This is an optimization exercise on Yosys and OpenROAD, whose aim is small area, not a production implementation.
The RTL was checked by simulation tests, not by an equivalence proof against the original design.
The clock cells of runs 10 and 11 come from the design's own scripts or RTL, not from TritonCTS.
The flow treats the clock pin as an ideal source. Dropping or thinning the clock tree relies on that and would not hold on a real chip.
Power and IR drop assume default switching activity.

### design/flow/design.v
module counter (input clk, input reset, input datak, input stp, output fin);
localparam [4:0] SEED = 5'b00001;
localparam [4:0] LAST = 5'b00011;  
reg [4:0] st;
wire [4:0] step = {st[3:0], st[4] ^ st[2]};
assign fin = (st == LAST);
always @(posedge clk)
	if (!reset) st <= 5'b00000;
	else if (stp) st <= SEED;
	else if (datak || fin) st <= 5'b00000;
	else st <= step;
endmodule
module decoder (input [7:0] data_in , output reg[9:0] data_out);
always @(*)
begin
case(data_in)
8'h00:data_out = 10'd1;
8'h01:data_out = 10'd2;
8'h02:data_out = 10'd4;
8'h42:data_out = 10'd8;
8'h04:data_out = 10'd16;
8'h44:data_out = 10'd32;
8'h05:data_out = 10'd64;
8'h45:data_out = 10'd128;
8'h0a:data_out = 10'd256;
8'h4a:data_out = 10'd512;
default: data_out = 10'd0;
endcase
end
endmodule
module TLP_Detector #(parameter width = 8)
       (input clk,
	input reset,
	input [7:0] data_in,
	input datak,
	output reg [3:0] tlp_count,
	output [159:0] TLP,
	output MRd, output MWr, output IORd, output IOWr,
	output CfgRd0, output CfgWr0, output CfgRd1, output CfgWr1, output Cpl, output CplD
	);
reg [151:0] sh_n;
always @(posedge clk)
	sh_n <= {sh_n[143:0], ~data_in};
wire stp = datak && data_in == 8'hFB;
wire fin;    
counter framing (.clk(clk), .reset(reset), .datak(datak), .stp(stp), .fin(fin));
wire hit = reset && datak && data_in == 8'hFD && fin;
reg det_n;
always @(posedge clk)
	det_n <= ~hit;
always @(posedge clk or negedge reset)
	if (!reset) tlp_count <= 4'b0000;
	else if (hit) tlp_count <= tlp_count + 1'b1;
wire det = ~det_n;
assign TLP[7:0] = {8{det}} & 8'hFB;
genvar i;
generate
	for (i = 1; i <= 18; i = i + 1) begin : g_byte
		assign TLP[8*i+7:8*i] = ~({8{det_n}} | sh_n[8*(19-i)+7:8*(19-i)]);
	end
endgenerate
assign TLP[159:152] = {8{det}} & 8'hFD;
wire [9:0] dec;
decoder fsmdecoder(~sh_n[8*16+7:8*16], dec);
assign {CplD, Cpl, CfgWr1, CfgRd1, CfgWr0, CfgRd0, IOWr, IORd, MWr, MRd} = {10{det}} & dec;
endmodule
### design/flow/run.sh
#!/bin/bash
# synth_recipe.tcl (not shown) runs the flow's synth.tcl, then flattens the netlist and writes it again
# the make line also repeats each setting of config.mk as NAME=value (left out here)
make -C /OpenROAD-flow-scripts/flow DESIGN_CONFIG=/design/flow/config.mk WORK_HOME=/design/flow/orfs CLKGATE_MAP_FILE= SYNTH_SCRIPT=/design/flow/synth_recipe.tcl finish
### design/flow/config.mk
export PLATFORM = sky130hd
export DESIGN_NAME = TLP_Detector
export DESIGN_NICKNAME = TLP_Detector
export VERILOG_FILES = /design/flow/design.v
export SDC_FILE = /design/flow/constraint.sdc
export NUM_CORES = 4
export LEC_CHECK = 0
export CAP_MARGIN = 20
export CORE_MARGIN = 2
export CORE_UTILIZATION = 40
export SLEW_MARGIN = 20
### design/flow/constraint.sdc
create_clock -name core_clock -period 5.0 [get_ports {clk}]
set_input_delay 1.0000 -clock core_clock [delete_from_list [all_inputs] [get_ports {clk}]]
set_output_delay 1.0000 -clock core_clock [all_outputs]
set_load 0.01 [all_outputs]
==> notes.md, run 1 <==
status no timing/DRC/antenna violations; max_cap viols 0; final hold slack 0.327 ns; RSZ-0062 raised after global routing false; vias in the first global route 2921; Worst slew margin between 40% and 50%; Flop pwr share 52.1%; max-slew violations 0; Net Sw Frac a little under a fifth; Leakage ~2.7 nW; initial drt markers between 100 and 150; crit path DAT about 2.7 ns; antenna-violating nets left 0; Setup Buffers After CTS 0; layout cells sized above 1 about 6.3%; minimum clock period 3.67 ns; worst vdd ir a little under 0.2 mV; Die W between 100 and 150 um; Worst EP required ~4 ns; #FFs+latches synth approximately 160; clock latency on the worst-skew pair between 0.5 and 0.6 ns; die height between 100 and 150 um; ANT cells 0; PwrDens between 300 and 400 nW/um2; Vias roughly 3000; mapped cell area 4310 um2; Post-Route WL 9.34 mm; setup TNS 0 ns; post-CTS resize count 0; syn_area_per_cell about 11 um2; Rows 37; initial antenna violation count 0; worst path cell trace buf_4 > nor2_1 > clkdlybuf4s50_1; Layout area overhead 56.1%; Int Pwr 0.00216 W; setup violators final 0; CP Launch Type register; H-tree depth 4; vias per cell 4.27; io pins about 190; final hold vios 0; CTS buffer count 17; drt drc 0; # clock sinks around 160; GR Util All Layers between 15 and 20%; CP Buf/Inv Count 2; clock skew ~0.0075 ns; Total Nets Final 572; measured slew at the worst slew-check pin around 0.75 ns; CTS max path bufs 2; combinational share of power less than 1%; root buffer cell clkbuf_8; CP endpoint kind output pin; Clock Pin Slew Worst Setup and Hold Paths roughly 0.060 ns; wire per inst between 10 and 15 um; CP delay by family, top buffers and inverters; pin count of the biggest net entering global routing 79; Syn. warnings 3; fillers roughly 840; Mapped Cells just under 400; Die ar. 11600 um2; Seq/Total Area, Yosys about three quarters; first-pass iteration count of the detailed router 4; detailed-placement wirelength estimate 6.75 mm; Unique masters post-synth 27; port bufs 182; Clock Power Share between 40% and 50%; Final Wtd Congestion ~0.77; kind of critical path register to output pin; CP max stage delay 0.83 ns; grt ovf 0; fmax about 0.27 GHz; # hold bufs at CTS 0; Starting Density between 40 and 50%; core area 10400 um2; crit-path max FO 78; first-pass GRT wire length around 14 mm; slowest CP cell dfxtp_4; Hold WC Path Type register to register; fin crit share roughly 73%; TritonCTS clock tree done; Switch Pwr ~0.0005 W
[registers in the layout, summed over array words and instances (netlist names)]
signal and count:
tlp_count 4, framing.st 5, det_n 1, sh_n 152
[cells in the final DEF, fill, tap and decap left out, types with 2 or more instances in the layout]
cell type and n:
and2_1 3, bufinv_16 3, clkbuf_1 2, clkbuf_16 16, clkbuf_8 4, clkdlybuf4s50_1 182
clkinv_2 2, clkinvlp_4 4, conb_1 2, dfrtp_1 4, dfxtp_1 157, inv_1 12
nand2_1 3, nand3_1 3, nand3b_1 2, nand4_1 3, nor2_1 148, nor3_1 4
nor4_1 2, xnor2_1 2, xor2_1 2
[worst paths after layout]
kind	startpoint	to	slack, ns	cells past startpoint
setup / recovery	det_n	TLP[49]	1.33	3
hold / removal	sh_n[5]	sh_n[13]	0.33	0
setup reg to reg	framing.st[2]	tlp_count[1]	3.33	3
hold reg to reg	sh_n[5]	sh_n[13]	0.33	0
max in group asynchronous	reset	tlp_count[2]	4.08	1
min in group asynchronous	reset	tlp_count[0]	0.72	1
[cells in the mapped netlist, drive strengths merged]
master,instances,area (um2)
nor2b,1,6.26
o41ai,1,8.76
mux2,1,11.3
inv,12,45.0
buf,17,124
xnor2,2,17.5
nand4b,1,8.76
dfrtp,4,100
nand2,3,11.3
xor2,2,17.5
clkbuf,16,60.1
dfxtp,158,3160
nor3b,1,7.51
nand3b,2,15.0
nor4,3,33.8
ha,1,12.5
nor2,148,556
conb,1,3.75
nor3,4,20.0
nand4,3,18.8
o31a,1,10.0
and2,4,26.3
or4b,1,13.8
nand3,3,15.0
[cell type report]
class | count | area (um2) | area share (%)
Sequential cell | 162 | 3270 | 48.6
Timing Repair Buffer | 183 | 1830 | 27.2
Clock inverter | 9 | 130 | 1.94
Tap cell | 136 | 170 | 2.53
Multi-Input combinational cell | 184 | 817 | 12.2
Inverter | 12 | 45.0 | 0.670
Clock buffer | 22 | 463 | 6.89
[worst reg2reg max path, delay by kind of cell, from the launching register on]
kind	cells	cell delay, ns
and+or+nand+nor	2	0.84
muxes	1	0.38
DFF	1	0.34
[per-layer routing]
| layer | GRT usage, % | share of wire (%) | vias to the layer above |
|---|---|---|---|
| met3 | 10.4 | 12 | 7 |
| li1 | - | - | 1523 |
| met2 | 24.8 | 44 | 141 |
| met5 | 0 | 0 | - |
| met1 | 18.0 | 43 | 1353 |
| met4 | 4.95 | 0.73 | 0 |
[power groups by stage]
stage	Combinational (W)	Sequential [W]	Clock, W
final	0.0000175	0.00139	0.00126
after CTS	0.0000177	0.00139	0.00129
after floorplan	0.00000884	0.00141	0
after global placement	0.0000174	0.00142	0
after global routing	0.0000191	0.00140	0.00135
after detailed placement	0.0000176	0.00142	0
[cell families after synthesis]
group	count (synthesis)	share of synthesized area [%]
buffers and inverters	45	5.32
XOR/XNOR	4	0.814
AND/OR/NAND/NOR	174	17.0
AO/OA/AOI/OAI	2	0.436
flip-flops	162	75.8
adder cells (fa/ha/maj)	1	0.291
multiplexers	1	0.262
other	1	0.0871
[through the flow]
step	power, W	cell area, um2	std cells	util (%)	setup WS, ns
2_1_floorplan	0.00142	4310	391	-	2.46
3_3_place_gp	0.00144	6130	677	59.1	1.81
3_5_place_dp	0.00144	6130	677	59.1	1.79
4_1_cts	0.00270	6720	708	64.8	1.23
5_1_grt	0.00277	6720	708	64.8	1.07
6_report	0.00267	6720	708	64.8	1.33
==> run 2: changes to the inputs <==
==> design/flow/flow/run.sh (new file) <==
#!/bin/bash
set -euo pipefail
bash standard.sh \
  "BUFFER_PORTS_ARGS=-buffer_cell sky130_fd_sc_hd__buf_1" \
  "CTS_ARGS=-sink_clustering_enable -repair_clock_nets -dont_use_dummy_load -sink_clustering_size 20 -sink_clustering_max_diameter 60 -root_buf sky130_fd_sc_hd__clkbuf_8 -buf_list {sky130_fd_sc_hd__clkbuf_4 sky130_fd_sc_hd__clkbuf_8}" \
  finish > standard_flow.log 2>&1
==> design/flow/standard.sh (new file) <==
#!/bin/bash
# synth_recipe.tcl (not shown) runs the flow's synth.tcl, then flattens the netlist and writes it again
# the make line also repeats each setting of config.mk as NAME=value (left out here)
make -C /OpenROAD-flow-scripts/flow DESIGN_CONFIG=/design/flow/config.mk WORK_HOME=/design/flow/orfs CLKGATE_MAP_FILE= SYNTH_SCRIPT=/design/flow/synth_recipe.tcl "${@:-finish}"
--- a/design/flow/config.mk
+++ b/design/flow/config.mk
@@ -9,3 +9,3 @@
 export CORE_MARGIN = 2
-export CORE_UTILIZATION = 40
+export CORE_UTILIZATION = 70
 export SLEW_MARGIN = 20
removed: design/flow/run.sh
==> run 2 against run 1 <==
Effect of this change:
- sequential share of layout area is 15 points higher
- clock-buffer cell count is 5 lower
- fmax is 15% higher
- clock skew is 0.016 ns higher
- clock power is 48% lower
- die area is 41% lower
- utilization is 22 points higher
- first-iteration DRC count is 19% lower
- critical path type unchanged
- largest cell class unchanged
- largest power group unchanged
==> notes.md, run 2 <==
status no timing/DRC/antenna violations; # hold bufs at CTS 0; fin crit share a little under two thirds; Async S/R FF share, synth 2.47%; wire per inst 13.3 um; top flop regs sh_n (152), framing.st (5), tlp_count (4); top cells by area, synth dfxtp_1, nor2_1, buf_4; hold path depth 0; Syn. warnings 3; #FFs+latches synth ~160; most numerous cell in the Yosys netlist dfxtp_1; mapped cell area around 4300 um2; setup TNS 0 ns; Hold WC Path Type register to register; Critical Path Source det_n; die height a little over 80 um; worst vdd ir between 0.3 and 0.4 mV; drt drc 0; post-CTS resize count 0; vias per cell 4.73; root buffer cell clkbuf_8; io pins around 190; CP Launch Type register; worst slack, placed 2.25 ns; clock latency on the worst-skew pair around 0.42 ns; detailed-placement wirelength estimate approximately 6.0 mm; Biggest register sh_n; initial drt markers between 90 and 100; syn_area_per_cell 11.0 um2; core area 5920 um2; Leakage approximately 2.1 nW; clock skew 0.0231 ns; Worst EP required approximately 4 ns; vias in the first global route 2612; Largest register FFs ~150; kind of critical path register to output pin; final core utilization about 87%; Clock Pin Slew Worst Setup and Hold Paths roughly 0.08 ns; Die W ~82 um; reg2reg start framing.st[2]; Rows 28; first-pass GRT wire length approximately 12 mm; GR Util All Layers 24.4%; crit path DAT approximately 2.2 ns; Unique masters post-synth 27; cell taking the most area after synthesis dfxtp_1; initial antenna violation count 0; CTS max path bufs 2; # clock sinks 162; CP endpoint kind output pin; Seq/Total Area, Yosys roughly 76%; RSZ-0062 raised after global routing false; setup violators final 0; ANT cells 0; final hold slack 0.320 ns; Die ar. between 6000 and 7000 um2; fin worst setup slack 1.81 ns; grt ovf 0; fmax ~0.31 GHz; Starting Density between 70 and 80%; Post-synth EDFFs 0; CP Capture Point TLP[90]; top cells by count, synth dfxtp_1, nor2_1, buf_4, clkbuf_1, inv_1; top cell type's share of synthesized area roughly three quarters; most frequent cells in the layout buf_1, dfxtp_1, nor2_1, clkbuf_8, inv_1; max_cap viols 0; pin count of the biggest net entering global routing approximately 100; first-pass iteration count of the detailed router 4; Total Nets Final ~570; Worst slew margin around 38%; Mapped Cells around 400; worst reg2reg path depth 3; layout cells sized above 1 under 10%; FF-to-FF setup slack 3.34 ns; measured slew at the worst slew-check pin around 0.94 ns; crit-path max FO 101; PwrDens around 400 nW/um2; final hold vios 0; Primary FF master, synth dfxtp_1; Layout area overhead 19.6%; H-tree depth 4; minimum clock period around 3.2 ns; Vias 2992; Final Wtd Congestion 0.768; max-slew violations 0; Post-Route WL between 8 and 9 mm; TritonCTS clock tree done; CTS buffer count 17; antenna-violating nets left 0; port bufs between 150 and 200; commonest non-fill, non-tap cell in the layout buf_1; Setup Buffers After CTS 0; Worst R2R End tlp_count[1]
-- run 2: power breakdown --
| group | switching [W] | internal (W) |
|---|---|---|
| combinational | 0.00000687 | 0.00000556 |
| sequential | 0.0000355 | 0.00136 |
| clock | 0.000356 | 0.000300 |
| total | 0.000398 | 0.00166 |
-- run 2: area by class of cell --
class / instances / area (um2)
sequential: 162 / 3270
tap: 75 / 93.8
clock buffer: 17 / 234
inverter: 12 / 45.0
multi-input combinational: 184 / 817
fill: 318 / 773
timing repair buffer: 183 / 691
-- run 2: per-layer routing --
metal / global-route usage [%] / vias up / wire [um]
li1: - / 1510 / -
met1: 26.5 / 1350 / 3420
met2: 42.5 / 122 / 4210
met3: 10.3 / 10 / 690
met4: 8.67 / 0 / 88
met5: 0 / - / 0
-- run 2: worst min-delay path by stage --
| stage | startpoint | end | slack [ns] |
|---|---|---|---|
| after floorplan | sh_n[2] | sh_n[10] | 0.31 |
| after global placement | sh_n[6] | sh_n[14] | 0.31 |
| after detailed placement | sh_n[3] | sh_n[11] | 0.31 |
| after CTS | sh_n[75] | sh_n[83] | 0.32 |
| after global routing | sh_n[1] | sh_n[9] | 0.33 |
| final | sh_n[75] | sh_n[83] | 0.32 |
-- run 2: logic make-up after synthesis --
logic type / after synthesis / synth area share, %
and+or+nand+nor: 174 / 17.0
muxes: 1 / 0.262
other: 1 / 0.0871
adders and majority gates: 1 / 0.291
DFF: 162 / 75.8
buffers and inverters: 45 / 5.32
AOI/OAI and AO/OA: 2 / 0.436
xor gates and xnor gates: 4 / 0.814
-- run 2: metrics by stage --
stage / cell area, um2 / instances / total power, W
global placement: 4910 / 616 / 0.00143
floorplan: 4310 / 391 / 0.00142
finish: 5150 / 633 / 0.00206
global route: 5150 / 633 / 0.00213
detailed placement: 4910 / 616 / 0.00143
CTS: 5150 / 633 / 0.00207
-- run 2: critical path, cell delays in order, from the launching register on --
cell and delay, ns:
dfxtp_4 0.95, buf_4 0.51, nor2_1 0.11, buf_1 0.16
==> run 3: changes to the inputs <==
==> design/flow/flow/run.sh (replaced) <==
#!/bin/bash
set -euo pipefail
bash standard.sh \
  "BUFFER_PORTS_ARGS=-buffer_cell sky130_fd_sc_hd__buf_1" \
  "CTS_ARGS=-sink_clustering_enable -repair_clock_nets -dont_use_dummy_load -sink_clustering_size 40 -sink_clustering_max_diameter 100 -root_buf sky130_fd_sc_hd__clkbuf_8 -buf_list sky130_fd_sc_hd__clkbuf_8" \
  finish > standard_flow.log 2>&1
==> run 3 against run 2 <==
Effect of this change:
- worst setup slack unchanged
- non-clock buffer count unchanged
- via count is the same
- highest routed layer unchanged
==> notes.md, run 3 <==
io pins ~190; Primary FF master, synth dfxtp_1; mapped cell area about 4300 um2; Starting Density 72.7%; TritonCTS clock tree done; initial drt markers 95; final std cells w/o fill between 600 and 700; first-pass GRT wire length 11.8 mm; syn_area_per_cell 11.0 um2; RSZ-0062 raised after global routing false; Mapped Cells roughly 400; fillers ~320; fin crit share between 60% and 70%; Placed Cells approximately 620; max-slew violations 0; top cells by area, synth dfxtp_1, nor2_1, buf_4; metal2 WL around 4.2 mm; Highest Signal Layer met4; root buffer cell clkbuf_8; kind of critical path register to output pin; minimum clock period about 3.2 ns; top flop regs sh_n (152), framing.st (5), tlp_count (4); # hold bufs at CTS 0; Seq/Total Area, Yosys between 70% and 80%; GR Util All Layers about 24%; status no timing/DRC/antenna violations; register area ~3300 um2; Post-synth EDFFs 0; Clock Pin Slew Worst Setup and Hold Paths around 0.080 ns; crit-path max FO between 100 and 150; CTS buffer count 17; pin count of the biggest net entering global routing a little over 100; setup TNS 0 ns; ANT cells 0; Unique masters post-synth 27; CP Launch Type register; Rows 28; max_cap viols 0; vias in the first global route ~2600; top cells by count, synth dfxtp_1, nor2_1, buf_4, clkbuf_1, inv_1; Hold WC Path Type register to register; detailed-placement wirelength estimate about 6 mm; worst reg2reg path depth 3; multi-input logic area 817 um2; crit path DAT between 2 and 2.5 ns; Setup Buffers After CTS 0; final hold vios 0; clock latency on the worst-skew pair 0.42 ns; # clock sinks about 160; post-CTS resize count 0; Vias 2992; antenna-violating nets left 0; port bufs ~180; Largest register FFs approximately 150; vias per cell 4.73; grt ovf 0; Leakage about 2.1 nW; setup violators final 0; Syn. warnings 3; measured slew at the worst slew-check pin slightly above 0.9 ns; cell taking the most area after synthesis dfxtp_1; Final Wtd Congestion between 0.7 and 0.8; first-pass iteration count of the detailed router 4; most numerous cell in the Yosys netlist dfxtp_1; Die W 82.4 um; Biggest register sh_n; hold path start sh_n[75]; worst path cell trace buf_4 > nor2_1 > buf_1; wire per inst around 13 um; core area 5920 um2; Critical Path Source det_n; Layout area overhead 19.6%; top cell type's share of synthesized area approximately 73%; drt drc 0; CTS max path bufs 2; worst vdd ir between 0.3 and 0.4 mV; layout cells sized above 1 around 4.3%; slowest CP cell dfxtp_4; Worst slew margin a little under two fifths; #FFs+latches synth 162; Worst Hold Endpoint sh_n[83]; Total Nets Final 572; CP max stage delay between 0.9 and 1 ns; clock skew about 0.023 ns; FF-to-FF setup slack 3.34 ns; Worst EP required 4.00 ns; most frequent cells in the layout buf_1, dfxtp_1, nor2_1, clkbuf_8, inv_1; H-tree depth 4; die height between 80 and 90 um; reg2reg start framing.st[2]; Worst R2R End tlp_count[1]; Die ar. approximately 6800 um2; CP endpoint kind output pin; initial antenna violation count 0; Async S/R FF share, synth 2.47%; wire length on met1 ~3.4 mm; fmax approximately 0.31 GHz; PwrDens ~400 nW/um2; commonest non-fill, non-tap cell in the layout buf_1; routed wl met3 just under 700 um; hold path depth 0; Post-Route WL roughly 8.4 mm
[run 3: cell type report]
| type | instances | area share (%) |
|---|---|---|
| clock buffers | 17 | 4.55 |
| inverters | 12 | 0.875 |
| multi-input cells | 184 | 15.9 |
| flip-flops and latches | 162 | 63.5 |
| well taps | 75 | 1.82 |
| repair buffers | 183 | 13.4 |
[run 3: cells by family after synthesis]
group,after synthesis,synth area share [%]
simple gates,174,17.0
flops,162,75.8
buf+inv,45,5.32
xor+xnor,4,0.814
compound gates,2,0.436
fa+ha+maj,1,0.291
other cells,1,0.0871
mux,1,0.262
[run 3: stage by stage]
stage | hold slack, ns | power [W] | cell area, um2 | utilization [%] | setup WS [ns]
floorplan | 0.310 | 0.00142 | 4310 | - | 2.46
global placement | 0.310 | 0.00143 | 4910 | 83.0 | 2.28
detailed placement | 0.314 | 0.00143 | 4910 | 83.0 | 2.25
CTS | 0.321 | 0.00207 | 5150 | 86.9 | 1.80
global route | 0.328 | 0.00213 | 5150 | 86.9 | 1.60
finish | 0.320 | 0.00206 | 5150 | 86.9 | 1.81
[run 3: per-layer routing]
metal	vias to the layer above	GRT usage, %
met5	-	0
met4	0	8.67
met3	10	10.3
met2	122	42.5
met1	1350	26.5
li1	1510	-
[run 3: critical path: cells and delay by family, from the launching register on]
kind,cells,cell delay [ns]
simple gates,1,0.11
flops,1,0.95
buf+inv,2,0.67
[run 3: worst max-delay path by stage]
stage | slack, ns | endpoint
6_report | 1.81 | TLP[90]
5_1_grt | 1.60 | TLP[90]
4_1_cts | 1.80 | TLP[90]
3_5_place_dp | 2.25 | TLP[118]
3_3_place_gp | 2.28 | TLP[91]
2_1_floorplan | 2.46 | TLP[0]
[run 3: power by group]
group | internal [W] | total (W) | switching, W | leakage [nW]
combinational | 0.00000556 | 0.0000124 | 0.00000687 | 0.602
clock | 0.000300 | 0.000656 | 0.000356 | 0.122
sequential | 0.00136 | 0.00139 | 0.0000355 | 1.39
total | 0.00166 | 0.00206 | 0.000398 | 2.11
==> run 4: changes to the inputs <==
==> design/flow/flow/run.sh (replaced) <==
#!/bin/bash
set -euo pipefail
bash standard.sh \
  "BUFFER_PORTS_ARGS=-buffer_cell sky130_fd_sc_hd__buf_1" \
  "CTS_ARGS=-sink_clustering_enable -repair_clock_nets -dont_use_dummy_load -sink_clustering_size 30 -root_buf sky130_fd_sc_hd__clkbuf_8 -buf_list sky130_fd_sc_hd__clkbuf_4" \
  finish > standard_flow.log 2>&1
--- a/design/flow/config.mk
+++ b/design/flow/config.mk
@@ -7,5 +7,6 @@
 export LEC_CHECK = 0
+export ABC_AREA = 1
 export CAP_MARGIN = 20
 export CORE_MARGIN = 2
-export CORE_UTILIZATION = 70
+export CORE_UTILIZATION = 85
 export SLEW_MARGIN = 20
==> run 4 against run 3 <==
Effect of this change:
- the flow now stops in 3_3_place_gp
- synthesized cell count rose by 13%
- area after synthesis grew 4.6%
==> notes.md, run 4 <==
status aborted with a tool error; Halt Stage 3_3_place_gp; Run Error [ERROR GPL-0301] Utilization 100.253 % exceeds 100%.; Unique masters post-synth 23; Syn. warnings 3; Post-synth EDFFs 0; Die W 76.8 um; Starting Density 88.2%; Seq/Total Area, Yosys ~72%; Primary FF master, synth dfxtp_1; io pins 185; syn_area_per_cell 10.3 um2; mapped cell area ~4500 um2; Async S/R FF share, synth 2.47%; top cells by area, synth dfxtp_1, nor2_1, buf_4; most numerous cell in the Yosys netlist nor2_1; top cells by count, synth nor2_1, dfxtp_1, nand2_1, inv_1, buf_4; die height approximately 77 um; #FFs+latches synth about 160; cell taking the most area after synthesis dfxtp_1; Rows 26; top cell type's share of synthesized area 70.2%; port bufs 182; Mapped Cells approximately 440
==> run 4: logic make-up after synthesis <==
group | after synthesis | synth area share (%)
AO/OA/AOI/OAI | 2 | 0.333
XOR/XNOR | 2 | 0.389
adder cells (fa/ha/maj) | 1 | 0.278
buffers and inverters | 59 | 7.03
flip-flops | 162 | 72.4
other | 1 | 0.0832
AND/OR/NAND/NOR | 212 | 19.5
==> run 5: changes to the inputs <==
--- a/design/flow/config.mk
+++ b/design/flow/config.mk
@@ -11,2 +11,3 @@
 export CORE_UTILIZATION = 85
+export PLACE_DENSITY = 0.85
 export SLEW_MARGIN = 20
==> run 5 against run 4 <==
Effect of this change:
- the run again fails in 3_3_place_gp
- synthesized cell count is the same
- area after synthesis is the same
==> notes.md, run 5 <==
status aborted with a tool error; Halt Stage 3_3_place_gp; Run Error [ERROR GPL-0301] Utilization 100.253 % exceeds 100%.; die height slightly below 80 um; Mapped Cells 439; Rows 26; Async S/R FF share, synth roughly 2.5%; adder-cell share of the synthesized area less than 1%; Seq/Total Area, Yosys roughly 72%; mapped cell area about 4500 um2; syn_area_per_cell around 10 um2; Compound-Gate Fraction of Synth Area less than 1%; top cells by area, synth dfxtp_1, nor2_1, buf_4; Starting Density roughly nine tenths; io pins 185; Primary FF master, synth dfxtp_1; top cells by count, synth nor2_1, dfxtp_1, nand2_1, inv_1, buf_4; Die W between 70 and 80 um; Post-synth EDFFs 0; #FFs+latches synth about 160; mux cell area share after synthesis 0%; Unique masters post-synth 23; most numerous cell in the Yosys netlist nor2_1; Post-Synth Simple-Gate Area 19.5%; Syn. warnings 3; top cell type's share of synthesized area 70.2%; port bufs approximately 180; largest family of logic cells by synthesized area simple AND/OR/NAND/NOR gates; cell taking the most area after synthesis dfxtp_1; Synth Area in XOR/XNOR less than 1%
run 5: cell counts after synthesis:
Identical to the previous run, type by type.
run 5: kinds of logic after synthesis:
kind of cell | after synthesis
DFF | 162
AOI/OAI and AO/OA | 2
buffers and inverters | 59
and+or+nand+nor | 212
adders and majority gates | 1
xor gates and xnor gates | 2
other | 1
==> run 6: changes to the inputs <==
==> design/flow/flow/run.sh (replaced) <==
#!/bin/bash
set -euo pipefail
export CLK_FIX_SLEW_NS=0.100
bash standard.sh \
  "BUFFER_PORTS_ARGS=-buffer_cell sky130_fd_sc_hd__buf_1" \
  "CTS_ARGS=-sink_clustering_enable -repair_clock_nets -dont_use_dummy_load -root_buf sky130_fd_sc_hd__clkbuf_8 -buf_list sky130_fd_sc_hd__clkbuf_4" \
  "POST_CTS_TCL=$PWD/flow/fix_clk.tcl" \
  finish > standard_flow.log 2>&1
==> design/flow/flow/fix_clk.tcl (new file) <==
estimate_parasitics -placement
set slow_drivers {}
foreach pin [all_registers -clock_pins -edge_triggered] {
  set worst 0
  foreach edge {rise fall} {
    set s [get_property $pin slew_max_$edge]
    if {$s > $worst} { set worst $s }
  }
  if {$worst > $::env(CLK_FIX_SLEW_NS)} {
    set net [get_nets -of_objects $pin]
    foreach dp [get_pins -of_objects $net -filter "direction == output"] {
      set inst [get_property $dp full_name]
      set inst [string range $inst 0 [expr {[string last "/" $inst] - 1}]]
      if {[lsearch $slow_drivers $inst] < 0} { lappend slow_drivers $inst }
    }
  }
}
foreach inst $slow_drivers {
  set cell [get_property [get_cells $inst] ref_name]
  puts "fix_clk: $inst ($cell) -> sky130_fd_sc_hd__clkbuf_8"
  replace_cell [get_cells $inst] sky130_fd_sc_hd__clkbuf_8
}
if {[llength $slow_drivers] > 0} {
  detailed_placement
  estimate_parasitics -placement
}
--- a/design/flow/config.mk
+++ b/design/flow/config.mk
@@ -10,4 +10,3 @@
 export CORE_MARGIN = 2
-export CORE_UTILIZATION = 85
-export PLACE_DENSITY = 0.85
+export CORE_UTILIZATION = 70
 export SLEW_MARGIN = 20
==> run 6 against run 5 <==
Effect of this change:
- now clean on timing, DRC and antenna
- area after synthesis unchanged
- synthesized cell count did not move
==> notes.md, run 6 <==
multi-input logic area 930 um2; cell taking the most area after synthesis dfxtp_1; Syn. warnings 3; Unique masters post-synth 23; Post-synth EDFFs 0; hold path depth 0; GR Util All Layers between 20% and 30%; Final Wtd Congestion ~0.89; CP Launch Type register; reg2reg start framing.st[2]; Total Nets Final 622; Starting Density between 70% and 80%; io pins ~190; Worst slew margin 51.1%; clock latency on the worst-skew pair 0.41 ns; Largest register FFs roughly 150; top flop regs sh_n (152), framing.st (5), tlp_count (4); Post-Route WL approximately 8.7 mm; first-pass GRT wire length approximately 14 mm; ANT cells 0; max-slew violations 0; setup TNS 0 ns; commonest non-fill, non-tap cell in the layout buf_1; antenna-violating nets left 0; fillers just under 400; Die ar. between 7000 and 8000 um2; CP max stage delay approximately 0.84 ns; Die W roughly 84 um; worst reg2reg path depth 6; fin crit share around 64%; crit-path max FO 77; initial antenna violation count 0; vias per cell ~4.8; core area about 6300 um2; measured slew at the worst slew-check pin around 0.73 ns; top cells by area, synth dfxtp_1, nor2_1, buf_4; CP Buf/Inv Count 2; Mapped Cells 439; PwrDens around 370 nW/um2; drt drc 0; Biggest register sh_n; syn_area_per_cell slightly above 10 um2; minimum clock period 3.22 ns; vias in the first global route ~3000; TritonCTS clock tree done; Worst R2R End tlp_count[2]; Primary FF master, synth dfxtp_1; worst path cell trace buf_4 > nor2_1 > buf_1; detailed-placement wirelength estimate 6.26 mm; RSZ-0062 raised after global routing false; max_cap viols 0; Leakage roughly 2.2 nW; pin count of the biggest net entering global routing 78; Seq/Total Area, Yosys 72.4%; worst vdd ir between 0.2 and 0.3 mV; clock skew approximately 0.029 ns; fmax a little over 0.3 GHz; top cells by count, synth nor2_1, dfxtp_1, nand2_1, inv_1, buf_4; CP delay by family, top flip-flops; top cell type's share of synthesized area ~70%; Hold WC Path Type register to register; CP endpoint kind output pin; final hold vios 0; most frequent cells in the layout buf_1, nor2_1, dfxtp_1, nand2_1, inv_1; register area 3270 um2; setup violators final 0; Async S/R FF share, synth under 10%; grt ovf 0; Rows 29; slowest CP cell dfxtp_4; die height between 80 and 90 um; Clock Pin Slew Worst Setup and Hold Paths ~0.090 ns; Vias 3275; initial drt markers roughly 110; kind of critical path register to output pin; crit path DAT 2.22 ns; most numerous cell in the Yosys netlist nor2_1; status no timing/DRC/antenna violations; Worst Hold Endpoint sh_n[32]; layout cells sized above 1 5.43%; port bufs roughly 180; #FFs+latches synth approximately 160; FF-to-FF setup slack slightly below 4 ns; mapped cell area roughly 4500 um2; Layout area overhead 16.5%; wire per inst 12.7 um; Worst EP required around 4.0 ns; Final Power around 0.002 W; first-pass iteration count of the detailed router 4; hold path start sh_n[24]; # clock sinks ~160
[run 6: cell counts after synthesis]
No cell type changed its count.
[run 6: metrics by stage]
step	hold slack [ns]	worst slack, ns	cells	instance area (um2)	util (%)
finish	0.322	1.78	685	5250	83.6
global route	0.320	1.56	685	5250	83.6
detailed placement	0.314	2.20	668	5080	81.0
global placement	0.311	2.24	668	5080	81.0
floorplan	0.310	2.83	440	4510	-
[run 6: per-layer routing]
layer | GRT usage [%] | wire [um] | share of wire (%)
met5 | 0 | 0 | 0
met4 | 10.6 | 125 | 1.4
met3 | 10.4 | 685 | 7.9
met2 | 42.6 | 4380 | 50
met1 | 27.9 | 3530 | 40
[run 6: final cells by class]
class                   instances  share of cell area (%)
flip-flops and latches        162                    62.2
multi-input cells             219                    17.7
repair buffers                183                    13.2
clock buffers                  17                    3.15
inverters                      27                    1.93
well taps                      77                    1.84
[run 6: worst max path at each step]
stage | from | end | cells after the start
after floorplan | det_n | TLP[0] | 5
after global placement | det_n | TLP[93] | 3
after detailed placement | det_n | TLP[93] | 3
after global routing | det_n | TLP[75] | 3
final | det_n | TLP[75] | 3
[run 6: cells by family (layout without fill, tap and decap cells)]
family                   count (synthesis)  count (layout)  synth area share, %
AND/OR/NAND/NOR                        212             212                 19.5
flip-flops                             162             162                 72.4
buffers and inverters                   59             227                 7.03
AO/OA/AOI/OAI                            2               2                0.333
XOR/XNOR                                 2               2                0.389
adder cells (fa/ha/maj)                  1               1                0.278
other                                    1               2               0.0832
[run 6: where the power goes]
part           leakage [nW]  switching (W)  internal [W]
registers              1.38      0.0000334       0.00136
clock network        0.0937       0.000350      0.000209
logic                 0.710      0.0000124    0.00000614
total                  2.18       0.000396       0.00157
==> run 7: changes to the inputs <==
--- a/design/flow/config.mk
+++ b/design/flow/config.mk
@@ -7,3 +7,3 @@
 export LEC_CHECK = 0
-export ABC_AREA = 1
+export ABC_CLOCK_PERIOD_IN_PS = 20000
 export CAP_MARGIN = 20
==> run 7 against run 6 <==
Effect of this change:
- still clean on timing, DRC and antenna
- clock skew shrank 0.0053 ns
- routed wire length shrank 6.6%
- register-to-register slack lost 0.56 ns
- die area shrank 4.2%
- cell area shrank 3.3%
- non-clock buffer count is the same
==> notes.md, run 7 <==
drt drc 0; top cell type's share of synthesized area 73.5%; GR Util All Layers around a quarter; port bufs between 150 and 200; adder-cell share of the synthesized area less than 1%; Switch Pwr roughly 0.00038 W; Async S/R FF share, synth approximately 2.5%; first-pass iteration count of the detailed router 5; Hold WC Path Type register to register; clock skew 0.0233 ns; max_cap viols 0; setup violators final 0; crit-path max FO roughly 100; antenna-violating nets left 0; fin crit share 63.9%; Unique masters post-synth 27; fmax roughly 0.31 GHz; Die W a little over 80 um; # clock sinks around 160; max-slew violations 0; Final Wtd Congestion about 0.77; wire per inst around 13 um; worst vdd ir just under 0.3 mV; Largest register FFs about 150; PwrDens between 300 and 400 nW/um2; final instance area 5080 um2; Worst slew margin a little under two fifths; syn_area_per_cell approximately 11 um2; Starting Density between 70% and 80%; pin count of the biggest net entering global routing around 100; largest family of logic cells by synthesized area simple AND/OR/NAND/NOR gates; vias per cell 4.71; initial antenna violation count 0; most numerous cell in the Yosys netlist dfxtp_1; grt ovf 0; setup TNS 0 ns; Rows 28; layout cells sized above 1 under 10%; combinational share of power less than 1%; Synth Area in XOR/XNOR less than 1%; io pins 185; final hold vios 0; cell taking the most area after synthesis dfxtp_1; Post-synth EDFFs 0; Primary FF master, synth dfxtp_1; CP Launch Type register; minimum clock period roughly 3.2 ns; Leakage around 2.1 nW; Mapped Cells between 300 and 400; Layout area overhead 18.0%; area post-placement 4910 um2; Post-Route WL 8.15 mm; Worst EP required roughly 4.0 ns; mux cell area share after synthesis less than 1%; final hold slack ~0.32 ns; Vias slightly below 3000; status no timing/DRC/antenna violations; die height 82.4 um; TritonCTS clock tree done; top cells by area, synth dfxtp_1, nor2_1, buf_4; Syn. warnings 3; Clock Pin Slew Worst Setup and Hold Paths ~0.08 ns; Clock Power Share 28.1%; Seq/Total Area, Yosys between 70% and 80%; core area a little under 6000 um2; most frequent cells in the layout buf_1, dfxtp_1, nor2_1, inv_1, clkbuf_4; RSZ-0062 raised after global routing false; #FFs+latches synth about 160; CP endpoint kind output pin; vias in the first global route approximately 2600; Flop pwr share between 70 and 80%; Biggest register sh_n; mapped cell area 4310 um2; Net Sw Frac about a fifth; top flop regs sh_n (152), framing.st (5), tlp_count (4); commonest non-fill, non-tap cell in the layout buf_1; clock latency on the worst-skew pair 0.40 ns; Total Nets Final roughly 570; Int Pwr approximately 0.0016 W; initial drt markers about 100; Die ar. between 6000 and 7000 um2; final core utilization about 86%; ANT cells 0; Final Power 0.00195 W; top cells by count, synth dfxtp_1, nor2_1, buf_4, clkbuf_1, inv_1; Post-Synth Simple-Gate Area between 10% and 20%; Compound-Gate Fraction of Synth Area less than 1%; crit path DAT 2.19 ns; first-pass GRT wire length about 11 mm; kind of critical path register to output pin; detailed-placement wirelength estimate between 5 and 6 mm; measured slew at the worst slew-check pin about 0.94 ns
## run 7: changes by cell type after synthesis, sizes merged, moves of 4 or more
cell,delta
clkbuf,+16
inv,-15
nand3,-4
nor2,-18
and2,+4
buf,-15
nand2,-26
## run 7: stage by stage
stage	worst slack, ns	std cells
finish	1.81	633
global route	1.61	633
detailed placement	2.25	616
global placement	2.28	616
floorplan	2.46	391
## run 7: final cells by class
class | count | area [um2]
Timing Repair Buffer | 183 | 691
Sequential cell | 162 | 3270
Clock buffer | 17 | 165
Tap cell | 75 | 93.8
Fill cell | 325 | 842
Multi-Input combinational cell | 184 | 817
Inverter | 12 | 45.0
## run 7: power by group through the flow
| stage | registers [W] | logic (W) | clock network (W) |
|---|---|---|---|
| after floorplan | 0.00141 | 0.00000884 | 0 |
| after global placement | 0.00142 | 0.0000119 | 0 |
| after detailed placement | 0.00142 | 0.0000124 | 0 |
| after global routing | 0.00140 | 0.0000140 | 0.000617 |
| final | 0.00139 | 0.0000123 | 0.000549 |
## run 7: logic make-up (layout without fill, tap and decap cells)
| group | count (synthesis) | count (layout) |
|---|---|---|
| buffers and inverters | 45 | 212 |
| AO/OA/AOI/OAI | 2 | 2 |
| AND/OR/NAND/NOR | 174 | 174 |
| XOR/XNOR | 4 | 4 |
| adder cells (fa/ha/maj) | 1 | 1 |
| multiplexers | 1 | 1 |
| other | 1 | 2 |
| flip-flops | 162 | 162 |
## run 7: worst paths after layout
check                         startpoint           end  slack [ns]  depth (start not counted)
setup / recovery                   det_n      TLP[118]        1.81                          3
hold / removal                   sh_n[6]      sh_n[14]        0.32                          0
setup reg to reg           framing.st[2]  tlp_count[1]        3.32                          3
hold reg to reg                  sh_n[6]      sh_n[14]        0.32                          0
max in group asynchronous          reset  tlp_count[2]        4.34                          1
min in group asynchronous          reset  tlp_count[1]        0.45                          1
## run 7: layer usage
layer | global-route usage, % | vias to the layer above | part of all wire [%]
met5 | 0 | - | 0
met4 | 7.17 | 0 | 0.61
met3 | 10.7 | 6 | 8.6
met2 | 39.9 | 131 | 49
met1 | 26.3 | 1336 | 42
li1 | - | 1507 | -
## run 7: worst max-delay path: stages (launching register included)
cell,delay [ns]
dfxtp_4,0.96
buf_4,0.52
nor2_1,0.12
buf_1,0.15
==> run 8: changes to the inputs <==
--- a/design/flow/config.mk
+++ b/design/flow/config.mk
@@ -7,3 +7,2 @@
 export LEC_CHECK = 0
-export ABC_CLOCK_PERIOD_IN_PS = 20000
 export CAP_MARGIN = 20
==> run 8 against run 7 <==
Effect of this change:
- still clean
- fmax unchanged
- synthesized cell count unchanged
- clock skew unchanged
- non-clock buffer count unchanged
- critical endpoint unchanged
- largest cell class unchanged
- largest power group unchanged
==> notes.md, run 8 <==
PwrDens ~380 nW/um2; final hold slack 0.322 ns; port bufs ~180; Vias just under 3000; Die W between 80 and 90 um; Async S/R FF share, synth 2.47%; fin crit share ~64%; Die ar. approximately 6800 um2; Rows 28; Worst R2R End tlp_count[1]; first-pass iteration count of the detailed router 5; die height between 80 and 90 um; Total Nets Final 572; crit path DAT 2.19 ns; Mapped Cells 390; Worst EP required 4.00 ns; initial drt markers ~100; TritonCTS clock tree done; # clock sinks about 160; measured slew at the worst slew-check pin between 0.9 and 1 ns; Unique masters post-synth 27; Worst slew margin between 30 and 40%; Leakage between 2 and 2.5 nW; most frequent cells in the layout buf_1, dfxtp_1, nor2_1, inv_1, clkbuf_4; Placed Cells between 600 and 700; Post-synth EDFFs 0; CP Launch Type register; status no timing/DRC/antenna violations; final hold vios 0; Clock Pin Slew Worst Setup and Hold Paths roughly 0.080 ns; pin count of the biggest net entering global routing a little over 100; GR Util All Layers 23.5%; vias per cell about 4.7; ANT cells 0; Seq/Total Area, Yosys 75.8%; CP endpoint kind output pin; clock skew around 0.023 ns; max_cap viols 0; kind of critical path register to output pin; drt drc 0; cell taking the most area after synthesis dfxtp_1; Worst Hold Endpoint sh_n[14]; detailed-placement wirelength estimate 5.96 mm; crit-path max FO 101; vias in the first global route ~2600; fillers roughly 330; grt ovf 0; commonest non-fill, non-tap cell in the layout buf_1; io pins approximately 190; layout cells sized above 1 between 4 and 5%; hold path start sh_n[6]; wire per inst 12.9 um; Largest register FFs 152; reg2reg start framing.st[2]; Primary FF master, synth dfxtp_1; first-pass GRT wire length roughly 11 mm; FF-to-FF setup slack around 3.3 ns; core area approximately 6000 um2; worst reg2reg path depth 3; most numerous cell in the Yosys netlist dfxtp_1; syn_area_per_cell 11.0 um2; minimum clock period 3.19 ns; top cells by area, synth dfxtp_1, nor2_1, buf_4; fmax approximately 0.31 GHz; top flop regs sh_n (152), framing.st (5), tlp_count (4); Layout area overhead 18.0%; clock latency on the worst-skew pair approximately 0.4 ns; Starting Density between 70 and 80%; hold path depth 0; Hold WC Path Type register to register; top cell type's share of synthesized area 73.5%; #FFs+latches synth roughly 160; Post-Route WL slightly above 8 mm; mapped cell area 4310 um2; setup TNS 0 ns; max-slew violations 0; setup violators final 0; antenna-violating nets left 0; top cells by count, synth dfxtp_1, nor2_1, buf_4, clkbuf_1, inv_1; worst vdd ir 0.290 mV; initial antenna violation count 0; Syn. warnings 3; Biggest register sh_n; final std cells w/o fill around 630; Final Wtd Congestion ~0.77; RSZ-0062 raised after global routing false
## run 8: critical path, stage by stage (launching register included)
cell	delay (ns)
dfxtp_4	0.96
buf_4	0.52
nor2_1	0.12
buf_1	0.15
## run 8: cell type report
| type | instances | area [um2] | area share [%] |
|---|---|---|---|
| sequential | 162 | 3270 | 64.3 |
| multi-input combinational | 184 | 817 | 16.1 |
| timing repair buffer | 183 | 691 | 13.6 |
| clock buffer | 17 | 165 | 3.25 |
| tap | 75 | 93.8 | 1.85 |
| inverter | 12 | 45.0 | 0.887 |
## run 8: worst max path at each step
| stage | from | end | slack, ns |
|---|---|---|---|
| 6_report | det_n | TLP[118] | 1.81 |
| 2_1_floorplan | det_n | TLP[0] | 2.46 |
| 3_5_place_dp | det_n | TLP[118] | 2.25 |
| 3_3_place_gp | det_n | TLP[91] | 2.28 |
| 5_1_grt | det_n | TLP[117] | 1.61 |
## run 8: layer usage
| metal | GRT usage [%] | vias to the layer above | wire length, um | share of wire (%) |
|---|---|---|---|---|
| met5 | 0 | - | 0 | 0 |
| met4 | 7.17 | 0 | 50 | 0.61 |
| met3 | 10.7 | 6 | 702 | 8.6 |
| met2 | 39.9 | 131 | 3980 | 49 |
| met1 | 26.3 | 1336 | 3410 | 42 |
| li1 | - | 1507 | - | - |
## run 8: logic make-up after synthesis
group | synth area share (%)
flops | 75.8
xor+xnor | 0.814
fa+ha+maj | 0.291
other cells | 0.0871
buf+inv | 5.32
simple gates | 17.0
mux | 0.262
compound gates | 0.436
## run 8: power by group
| group | switching [W] | internal (W) |
|---|---|---|
| Clock | 0.000340 | 0.000209 |
| Combinational | 0.00000678 | 0.00000556 |
| Sequential | 0.0000347 | 0.00136 |
| Total | 0.000381 | 0.00157 |
## run 8: stage by stage
stage               instance area (um2)  utilization, %  total power, W  setup slack [ns]
floorplan                          4310               -         0.00142              2.46
global placement                   4910            83.0         0.00143              2.28
detailed placement                 4910            83.0         0.00143              2.25
global route                       5080            85.8         0.00203              1.61
finish                             5080            85.8         0.00195              1.81
==> run 9: changes to the inputs <==
==> design/flow/flow/run.sh (replaced) <==
#!/bin/bash
set -euo pipefail
export CLK_FIX_SLEW_NS=0.100
bash standard.sh \
  "BUFFER_PORTS_ARGS=-buffer_cell sky130_fd_sc_hd__buf_1" \
  "CTS_ARGS=-sink_clustering_enable -repair_clock_nets -dont_use_dummy_load -sink_buffer_max_cap_derate 1.0 -root_buf sky130_fd_sc_hd__clkbuf_8 -buf_list sky130_fd_sc_hd__clkbuf_8" \
  "POST_CTS_TCL=$PWD/flow/fix_clk.tcl" \
  finish > standard_flow.log 2>&1
==> run 9 against run 8 <==
Effect of this change:
- clock-buffer cell count is the same
- cell area grew 1.4%
- global-route usage grew 0.96 points
- clock skew is essentially flat
- critical endpoint is now TLP[90]
- largest cell class unchanged
==> notes.md, run 9 <==
initial antenna violation count 0; final hold slack between 0.3 and 0.4 ns; mapped cell area between 4000 and 5000 um2; clock latency on the worst-skew pair between 0.4 and 0.5 ns; worst slack, placed approximately 2.2 ns; FF-to-FF setup slack ~3.3 ns; Leakage 2.11 nW; Clock Pin Slew Worst Setup and Hold Paths roughly 0.080 ns; final hold vios 0; wire length on met1 between 3 and 4 mm; most numerous cell in the Yosys netlist dfxtp_1; Primary FF master, synth dfxtp_1; reg2reg start framing.st[2]; Die ar. 6790 um2; clock skew between 0.02 and 0.025 ns; ANT cells 0; metal2 WL roughly 4.2 mm; Unique masters post-synth 27; Async S/R FF share, synth under 10%; fin crit share a little under two thirds; crit path DAT ~2.2 ns; Layout area overhead 19.6%; CP Launch Type register; antenna-violating nets left 0; Seq/Total Area, Yosys between 70% and 80%; port bufs ~180; worst reg2reg path depth 3; Largest register FFs 152; RSZ-0062 raised after global routing false; grt ovf 0; Biggest register sh_n; Final Wtd Congestion 0.768; PwrDens between 400 and 500 nW/um2; Mapped Cells between 300 and 400; CP Capture Point TLP[90]; TritonCTS clock tree done; drt drc 0; top cells by area, synth dfxtp_1, nor2_1, buf_4; core area 5920 um2; worst vdd ir about 0.3 mV; Starting Density just over 70%; detailed-placement wirelength estimate around 6 mm; max-slew violations 0; Post-Route WL 8.40 mm; wire per inst roughly 13 um; Worst R2R End tlp_count[1]; top cell type's share of synthesized area 73.5%; vias in the first global route 2612; die height between 80 and 90 um; layout cells sized above 1 4.30%; kind of critical path register to output pin; io pins 185; Post-synth EDFFs 0; setup violators final 0; Vias roughly 3000; pin count of the biggest net entering global routing between 100 and 150; Critical Path Source det_n; max_cap viols 0; Total Nets Final about 570; first-pass iteration count of the detailed router 4; most frequent cells in the layout buf_1, dfxtp_1, nor2_1, clkbuf_8, inv_1; vias per cell ~4.7; initial drt markers 95; area post-placement between 4000 and 5000 um2; cell taking the most area after synthesis dfxtp_1; GR Util All Layers between 20% and 30%; commonest non-fill, non-tap cell in the layout buf_1; Hold WC Path Type register to register; first-pass GRT wire length 11.8 mm; status no timing/DRC/antenna violations; Worst slew margin between 30% and 40%; top flop regs sh_n (152), framing.st (5), tlp_count (4); final instance area slightly above 5000 um2; setup TNS 0 ns; Worst EP required approximately 4.0 ns; measured slew at the worst slew-check pin slightly above 0.9 ns; Highest Signal Layer met4; CP endpoint kind output pin; minimum clock period 3.19 ns; Syn. warnings 3; Rows 28; routed wl met3 690 um; #FFs+latches synth around 160; syn_area_per_cell about 11 um2; fmax roughly 0.31 GHz; crit-path max FO between 100 and 150; fin worst setup slack roughly 1.8 ns; # clock sinks between 150 and 200; top cells by count, synth dfxtp_1, nor2_1, buf_4, clkbuf_1, inv_1; Die W between 80 and 90 um; fillers between 300 and 400
==> run 9: power breakdown <==
part,switching (W),internal (W)
sequential,0.0000355,0.00136
combinational,0.00000687,0.00000556
clock,0.000356,0.000300
total,0.000398,0.00166
==> run 9: kinds of logic (layout without fill, tap and decap cells) <==
group                    count (synthesis)  in the layout  synth area share, %
multiplexers                             1              1                0.262
AND/OR/NAND/NOR                        174            174                 17.0
other                                    1              2               0.0871
buffers and inverters                   45            212                 5.32
XOR/XNOR                                 4              4                0.814
AO/OA/AOI/OAI                            2              2                0.436
flip-flops                             162            162                 75.8
adder cells (fa/ha/maj)                  1              1                0.291
==> run 9: how the worst min path moves through the flow <==
stage | from | to | cells after the start
after floorplan | sh_n[2] | sh_n[10] | 0
after global placement | sh_n[6] | sh_n[14] | 0
after detailed placement | sh_n[3] | sh_n[11] | 0
after global routing | sh_n[1] | sh_n[9] | 0
final | sh_n[75] | sh_n[83] | 0
==> run 9: metal layers <==
layer	vias to the layer above	track usage [%]
met3	10	10.3
met4	0	8.67
met2	122	42.5
met1	1350	26.5
met5	-	0
li1	1510	-
==> run 9: worst max-delay path, stage by stage (launching register included) <==
cell and delay [ns]:
dfxtp_4 0.95, buf_4 0.51, nor2_1 0.11, buf_1 0.16
==> run 9: final cells by class <==
| class | instances | area [um2] | area share [%] |
|---|---|---|---|
| Sequential cell | 162 | 3270 | 63.5 |
| Clock buffer | 17 | 234 | 4.55 |
| Timing Repair Buffer | 183 | 691 | 13.4 |
| Tap cell | 75 | 93.8 | 1.82 |
| Inverter | 12 | 45.0 | 0.875 |
| Multi-Input combinational cell | 184 | 817 | 15.9 |
==> run 9: metrics by stage <==
stage	cells	power, W	util, %
final	633	0.00206	86.9
after global routing	633	0.00213	86.9
after detailed placement	616	0.00143	83.0
after global placement	616	0.00143	83.0
after floorplan	391	0.00142	-
==> run 10: changes to the inputs <==
==> design/flow/flow/run.sh (replaced) <==
#!/bin/bash
set -euo pipefail
export CLK_PORT_NET=clk
export CLK_GROUPS=${CLK_GROUPS:-8}
export CLK_LEAF_CELL=${CLK_LEAF_CELL:-sky130_fd_sc_hd__clkbuf_8}
export CLK_ROOT_CELL=${CLK_ROOT_CELL:-sky130_fd_sc_hd__clkbuf_8}
bash standard.sh \
  "BUFFER_PORTS_ARGS=-buffer_cell sky130_fd_sc_hd__buf_1" \
  "PRE_CTS_TCL=$PWD/flow/clock_tree.tcl" \
  finish > standard_flow.log 2>&1
==> design/flow/flow/clock_tree.tcl (new file) <==
# A small balanced clock tree in place of TritonCTS: the flip-flops are split
# by placement into CLK_GROUPS groups of near-equal size (halving alternately
# by x and by y), and each group is driven by one CLK_LEAF_CELL placed at the
# group's centre. The clock port drives those buffers, or one CLK_ROOT_CELL
# that drives them.
proc split_groups {pts n by_x} {
  if {$n <= 1} { return [list $pts] }
  set idx [expr {$by_x ? 1 : 2}]
  set s [lsort -real -index $idx $pts]
  set h [expr {[llength $s] / 2}]
  set n1 [expr {$n / 2}]
  return [concat [split_groups [lrange $s 0 [expr {$h - 1}]] $n1 [expr {!$by_x}]] \
                 [split_groups [lrange $s $h end] [expr {$n - $n1}] [expr {!$by_x}]]]
}

proc clock_tree_synthesis {args} {
  set block [ord::get_db_block]
  set clk_net [$block findNet $::env(CLK_PORT_NET)]
  set master [[ord::get_db] findMaster $::env(CLK_LEAF_CELL)]
  set pts {}
  foreach it [$clk_net getITerms] {
    set inst [$it getInst]
    set bb [$inst getBBox]
    lappend pts [list $it [expr {([$bb xMin] + [$bb xMax]) / 2}] [expr {([$bb yMin] + [$bb yMax]) / 2}]]
  }
  set groups [split_groups $pts $::env(CLK_GROUPS) 1]
  # optional root buffer between the clock port and the leaf buffers
  set src_net $clk_net
  if {[info exists ::env(CLK_ROOT_CELL)] && $::env(CLK_ROOT_CELL) ne ""} {
    set src_net [odb::dbNet_create $block "clknet_root"]
    $src_net setSigType CLOCK
    set root [odb::dbInst_create $block [[ord::get_db] findMaster $::env(CLK_ROOT_CELL)] "clkbuf_root"]
    set sx 0; set sy 0
    foreach p $pts { set sx [expr {$sx + [lindex $p 1]}]; set sy [expr {$sy + [lindex $p 2]}] }
    $root setLocation [expr {$sx / [llength $pts]}] [expr {$sy / [llength $pts]}]
    $root setPlacementStatus PLACED
    [$root findITerm A] connect $clk_net
    [$root findITerm X] connect $src_net
  }
  set g 0
  foreach grp $groups {
    set net [odb::dbNet_create $block "clknet_leaf_$g"]
    $net setSigType CLOCK
    set buf [odb::dbInst_create $block $master "clkbuf_leaf_$g"]
    set sx 0; set sy 0
    foreach p $grp {
      set it [lindex $p 0]
      $it disconnect
      $it connect $net
      set sx [expr {$sx + [lindex $p 1]}]
      set sy [expr {$sy + [lindex $p 2]}]
    }
    set n [llength $grp]
    $buf setLocation [expr {$sx / $n}] [expr {$sy / $n}]
    $buf setPlacementStatus PLACED
    [$buf findITerm A] connect $src_net
    [$buf findITerm X] connect $net
    puts "clock_tree: clkbuf_leaf_$g drives $n flip-flops"
    incr g
  }
  $clk_net setSigType CLOCK
  set_propagated_clock [all_clocks]
}
removed: design/flow/flow/fix_clk.tcl
==> run 10 against run 9 <==
Effect of this change:
- still clean on timing, DRC and antenna
- sequential share of layout area increased by 1.4 points
- largest cell class unchanged
- clock skew decreased by 0.017 ns
- die area stayed put
- highest routed layer unchanged
- via count is 2.8% lower
==> notes.md, run 10 <==
Post-Route WL 8.06 mm; final hold vios 0; clock latency on the worst-skew pair between 0.3 and 0.4 ns; fmax ~0.31 GHz; io pins ~190; initial antenna violation count 0; setup TNS 0 ns; max_cap viols 0; Die ar. around 6800 um2; clock skew approximately 0.0058 ns; worst reg2reg path depth 3; minimum clock period roughly 3.2 ns; top cells by area, synth dfxtp_1, nor2_1, buf_4; most used routing layer met2; Seq/Total Area, Yosys roughly 76%; Worst R2R End tlp_count[1]; wire per inst 12.9 um; GR Util All Layers 21.3%; Clock Pin Slew Worst Setup and Hold Paths 0.11 ns; worst path cell trace buf_4 > nor2_1 > buf_1; vias per cell 4.65; layout cells sized above 1 2.91%; Biggest register sh_n; Worst EP required about 4.0 ns; met3 GRT Util around 4.7%; Total Nets Final ~560; Placed Cells just over 600; Hold WC Path Type register to register; Post-synth EDFFs 0; Primary FF master, synth dfxtp_1; die height just over 80 um; ANT cells 0; CP Launch Type register; crit-path max FO about 100; crit path DAT ~2.2 ns; CP delay by family, top flip-flops; reg2reg start framing.st[2]; measured slew at the worst slew-check pin around 0.94 ns; RSZ-0062 raised after global routing false; Worst slew margin a little under two fifths; first-pass GRT wire length about 11 mm; antenna-violating nets left 0; slowest CP cell dfxtp_4; # hold bufs at CTS 0; M2 GR Usage roughly two fifths; Largest register FFs approximately 150; drt drc 0; met1 Use GR 26.1%; Syn. warnings 3; PwrDens 377 nW/um2; syn_area_per_cell roughly 11 um2; pin count of the biggest net entering global routing approximately 100; Mapped Cells a little under 400; detailed-placement wirelength estimate 5.96 mm; final hold slack roughly 0.34 ns; Leakage 2.05 nW; worst vdd ir 0.313 mV; #FFs+latches synth ~160; CP endpoint kind output pin; Levels on crit path 3; setup violators final 0; vias in the first global route around 2500; FF-to-FF setup slack between 3 and 4 ns; commonest non-fill, non-tap cell in the layout buf_1; Setup Buffers After CTS 0; CP Capture Point TLP[118]; Starting Density between 70% and 80%; grt ovf 0; kind of critical path register to output pin; final core utilization a little under nine tenths; Critical Path Source det_n; top flop regs sh_n (152), framing.st (5), tlp_count (4); most frequent cells in the layout buf_1, dfxtp_1, nor2_1, inv_1, clkbuf_8; CP max stage delay around 0.96 ns; core area ~5900 um2; Rows 28; final std cells w/o fill around 630; most numerous cell in the Yosys netlist dfxtp_1; mapped cell area approximately 4300 um2; Die W between 80 and 90 um; cell taking the most area after synthesis dfxtp_1; Unique masters post-synth 27; post-CTS resize count 0; top cell type's share of synthesized area roughly 73%; Layout area overhead 17.0%; CP Buf/Inv Count 2; Vias between 2000 and 3000; Async S/R FF share, synth around 2.5%; Final Wtd Congestion roughly 0.77; fin crit share 63.6%; first-pass iteration count of the detailed router 4; max-slew violations 0; top cells by count, synth dfxtp_1, nor2_1, buf_4, clkbuf_1, inv_1; initial drt markers 76; status no timing/DRC/antenna violations; port bufs approximately 180
## run 10: cell counts after synthesis
Identical to the previous run, type by type.
## run 10: per-stage QoR
| step | cell area, um2 | setup WS [ns] | total power, W |
|---|---|---|---|
| 6_report | 5040 | 1.82 | 0.00190 |
| 4_1_cts | 5040 | 1.81 | 0.00191 |
| 2_1_floorplan | 4310 | 2.46 | 0.00142 |
| 3_3_place_gp | 4910 | 2.28 | 0.00143 |
| 5_1_grt | 5040 | 1.63 | 0.00197 |
| 3_5_place_dp | 4910 | 2.25 | 0.00143 |
## run 10: logic make-up (layout without fill, tap and decap cells)
group	after synthesis	in the layout	synth area share, %
simple gates	174	174	17.0
other cells	1	2	0.0871
flops	162	162	75.8
fa+ha+maj	1	1	0.291
buf+inv	45	204	5.32
mux	1	1	0.262
xor+xnor	4	4	0.814
compound gates	2	2	0.436
## run 10: power breakdown
part / internal (W) / switching [W]
sequential: 0.00136 / 0.0000347
combinational: 0.00000556 / 0.00000684
clock: 0.000165 / 0.000329
## run 10: worst min path at each step
| stage | startpoint | end | slack (ns) | cells after the start |
|---|---|---|---|---|
| global placement | sh_n[6] | sh_n[14] | 0.31 | 0 |
| global route | sh_n[5] | sh_n[13] | 0.35 | 0 |
| finish | sh_n[6] | sh_n[14] | 0.34 | 0 |
| floorplan | sh_n[2] | sh_n[10] | 0.31 | 0 |
| detailed placement | sh_n[3] | sh_n[11] | 0.31 | 0 |
| CTS | sh_n[6] | sh_n[14] | 0.34 | 0 |
## run 10: layout make-up
class,count,area [um2]
Inverter,12,45.0
Fill cell,342,883
Buffer,9,124
Timing Repair Buffer,183,691
Multi-Input combinational cell,184,817
Tap cell,75,93.8
Sequential cell,162,3270
## run 10: metal layers
| metal | share of wire, % | up-vias |
|---|---|---|
| li1 | - | 1482 |
| met1 | 41 | 1298 |
| met2 | 49 | 122 |
| met3 | 8.9 | 6 |
| met4 | 0.66 | 0 |
| met5 | 0 | - |
==> run 11: changes to the inputs <==
==> design/flow/flow/run.sh (replaced) <==
#!/bin/bash
set -euo pipefail
export CLK_PORT_NET=clk
export CLK_GROUPS=${CLK_GROUPS:-8}
export CLK_LEAF_CELL=${CLK_LEAF_CELL:-sky130_fd_sc_hd__clkbuf_8}
export CLK_ROOT_CELL=${CLK_ROOT_CELL:-sky130_fd_sc_hd__clkbuf_4}
bash standard.sh \
  "BUFFER_PORTS_ARGS=-buffer_cell sky130_fd_sc_hd__buf_1" \
  "PRE_CTS_TCL=$PWD/flow/clock_tree.tcl" \
  "POST_CTS_TCL=$PWD/flow/downsize.tcl" \
  finish > standard_flow.log 2>&1
==> design/flow/flow/downsize.tcl (new file) <==
# Downsize logic cells to drive strength 1 where timing, slew and
# capacitance limits still hold. Clock-tree cells are left alone.
proc downsize_logic {min_slack} {
  set changed 0
  set area_saved 0.0
  foreach inst [get_cells *] {
    set ref [get_property $inst ref_name]
    if {![regexp {^(sky130_fd_sc_hd__[a-z0-9]+)_([0-9]+)$} $ref -> base drv]} { continue }
    if {$drv <= 1} { continue }
    if {[string match "*clkbuf*" $base] || [string match "*clkinv*" $base]} { continue }
    set target ""
    foreach d {1 2} {
      if {$d >= $drv} { break }
      if {[llength [get_lib_cells -quiet */${base}_$d]] > 0} { set target ${base}_$d; break }
    }
    if {$target eq ""} { continue }
    replace_cell $inst $target
    if {[sta::worst_slack -max] < $min_slack || [sta::max_slew_violation_count] > 0 \
        || [sta::max_capacitance_violation_count] > 0} {
      replace_cell $inst $ref
    } else {
      incr changed
      puts "downsize: [get_property $inst full_name] $ref -> $target"
    }
  }
  puts "downsize: $changed cells"
}
downsize_logic 0.5
==> run 11 against run 10 <==
Effect of this change:
- power down 0.77%
- routed wire length is essentially flat
- area after synthesis did not move
- sequential share of layout area rose by 0.36 points
- global-route usage barely moved
- largest cell class unchanged
==> notes.md, run 11 <==
status no timing/DRC/antenna violations; max_cap viols 0; Post-Route WL 8.05 mm; Biggest register sh_n; PwrDens roughly 380 nW/um2; area post-placement about 4900 um2; wire per inst between 10 and 15 um; top cell type's share of synthesized area about three quarters; Async S/R FF share, synth between 2 and 2.5%; GR Util All Layers a little over a fifth; CP endpoint kind output pin; worst slack, placed between 2 and 2.5 ns; port bufs about 180; Worst R2R End tlp_count[1]; fmax a little over 0.3 GHz; grt ovf 0; Final Wtd Congestion ~0.77; final instance area between 5000 and 6000 um2; vias in the first global route about 2500; most numerous cell in the Yosys netlist dfxtp_1; Worst EP required 4.00 ns; CP Launch Type register; measured slew at the worst slew-check pin 0.937 ns; crit-path max FO approximately 100; syn_area_per_cell 11.0 um2; Hold WC Path Type register to register; reg2reg start framing.st[2]; Die W 82.4 um; Primary FF master, synth dfxtp_1; Seq/Total Area, Yosys between 70% and 80%; layout cells sized above 1 about 2.0%; die height 82.4 um; worst reg2reg path depth 3; pin count of the biggest net entering global routing 102; max-slew violations 0; vias per cell about 4.7; RSZ-0062 raised after global routing false; Worst slew margin approximately 38%; Final Power ~0.0019 W; Largest register FFs about 150; Syn. warnings 3; ANT cells 0; kind of critical path register to output pin; first-pass iteration count of the detailed router 4; initial drt markers about 80; top cells by count, synth dfxtp_1, nor2_1, buf_4, clkbuf_1, inv_1; most frequent cells in the layout buf_1, dfxtp_1, nor2_1, inv_1, clkbuf_8; setup TNS 0 ns; fin worst setup slack around 1.7 ns; cell taking the most area after synthesis dfxtp_1; clock latency on the worst-skew pair 0.44 ns; Die ar. 6790 um2; slowest CP cell dfxtp_4; io pins 185; first-pass GRT wire length 11.3 mm; top cells by area, synth dfxtp_1, nor2_1, buf_4; antenna-violating nets left 0; drt drc 0; Unique masters post-synth 27; hold path depth 0; Mapped Cells 390; clock skew between 0.005 and 0.006 ns; worst vdd ir a little over 0.3 mV; Total Nets Final 564; minimum clock period 3.26 ns; mapped cell area about 4300 um2; Clock Pin Slew Worst Setup and Hold Paths ~0.11 ns; initial antenna violation count 0; final hold vios 0; CP max stage delay ~0.96 ns; detailed-placement wirelength estimate approximately 6 mm; setup violators final 0; Leakage 2.04 nW; top flop regs sh_n (152), framing.st (5), tlp_count (4); Rows 28; #FFs+latches synth around 160; fin crit share between 60 and 70%; Starting Density 72.7%; FF-to-FF setup slack ~3.0 ns; Vias 2941; crit path DAT between 2 and 2.5 ns; hold path start sh_n[6]; commonest non-fill, non-tap cell in the layout buf_1; worst path cell trace buf_4 > nor2_1 > buf_1; Layout area overhead 16.4%; core area about 5900 um2; Post-synth EDFFs 0; Worst Hold Endpoint sh_n[14]
run 11: kinds of logic (layout without fill, tap and decap cells):
kind of cell    count (synthesis)  count (layout)  synth area share, %
buf+inv                        45             204                 5.32
compound gates                  2               2                0.436
fa+ha+maj                       1               1                0.291
mux                             1               1                0.262
other cells                     1               2               0.0871
flops                         162             162                 75.8
xor+xnor                        4               4                0.814
simple gates                  174             174                 17.0
run 11: worst max path at each step:
stage | startpoint | end | slack, ns | cells past startpoint
2_1_floorplan | det_n | TLP[0] | 2.46 | 5
3_3_place_gp | det_n | TLP[91] | 2.28 | 3
3_5_place_dp | det_n | TLP[118] | 2.25 | 3
5_1_grt | det_n | TLP[117] | 1.54 | 3
6_report | det_n | TLP[118] | 1.74 | 3
run 11: layer usage:
metal | GRT usage [%] | vias up | share of wire [%]
li1 | - | 1485 | -
met1 | 26.1 | 1326 | 40
met2 | 39.4 | 124 | 50
met3 | 4.67 | 6 | 9.0
met4 | 2.67 | 0 | 0.66
met5 | 0 | - | 0
run 11: power by group:
part / internal, W / total, W / switching (W)
clock network: 0.000154 / 0.000480 / 0.000326
registers: 0.00136 / 0.00139 / 0.0000346
logic: 0.00000507 / 0.0000114 / 0.00000637
run 11: worst max-delay path, delay by kind of cell (launching register included):
kind / cells / cell delay (ns)
buffers and inverters: 2 / 0.67
flip-flops: 1 / 0.96
AND/OR/NAND/NOR: 1 / 0.12
run 11: through the flow:
stage	utilization, %	hold slack (ns)	cells
finish	84.6	0.338	625
global route	84.6	0.347	625
detailed placement	83.0	0.314	616
global placement	83.0	0.310	616
floorplan	-	0.310	391
run 11: area by class of cell:
class	instances	area (um2)
Tap cell	75	93.8
Timing Repair Buffer	183	691
Sequential cell	162	3270
Multi-Input combinational cell	184	796
Buffer	9	118
Inverter	12	45.0
Fill cell	350	911

-- port drivers added, routing unchanged --
Ports are ideal in the flow. The routed layouts listed here were re-timed in OpenROAD. Step 1, drivers: a clkbuf_16 drives clk and a buf_2 each remaining input, both assumed. Step 2 times the ports against the registers' clock, not the clock port: input delays grow and output delays shrink by t, the midpoint of the rising clock arrivals with the driver on. a / b / c = no drivers / after step 1 / after step 2; a / b = the first two.
run | shift t [ns] | slack for setup (ns) | worst setup path at the end | clock arrival spread, ns
run 1 | 0.534 | 1.327 / 1.298 / 1.831 | register to output | 0.009 / 0.009
run 2 | 0.434 | 1.811 / 1.782 / 2.216 | register to output | 0.027 / 0.027
run 3 | 0.434 | 1.811 / 1.782 / 2.216 | register to output | 0.027 / 0.027
run 6 | 0.420 | 1.778 / 1.750 / 2.170 | register to output | 0.030 / 0.029
run 7 | 0.414 | 1.806 / 1.779 / 2.193 | register to output | 0.025 / 0.024
run 8 | 0.414 | 1.806 / 1.779 / 2.193 | register to output | 0.025 / 0.024
run 9 | 0.434 | 1.811 / 1.782 / 2.216 | register to output | 0.027 / 0.027
run 10 | 0.393 | 1.819 / 1.790 / 2.183 | register to output | 0.006 / 0.007
run 11 | 0.466 | 1.742 / 1.715 / 2.181 | register to output | 0.007 / 0.007
After both steps setup and hold are still met in every run listed.
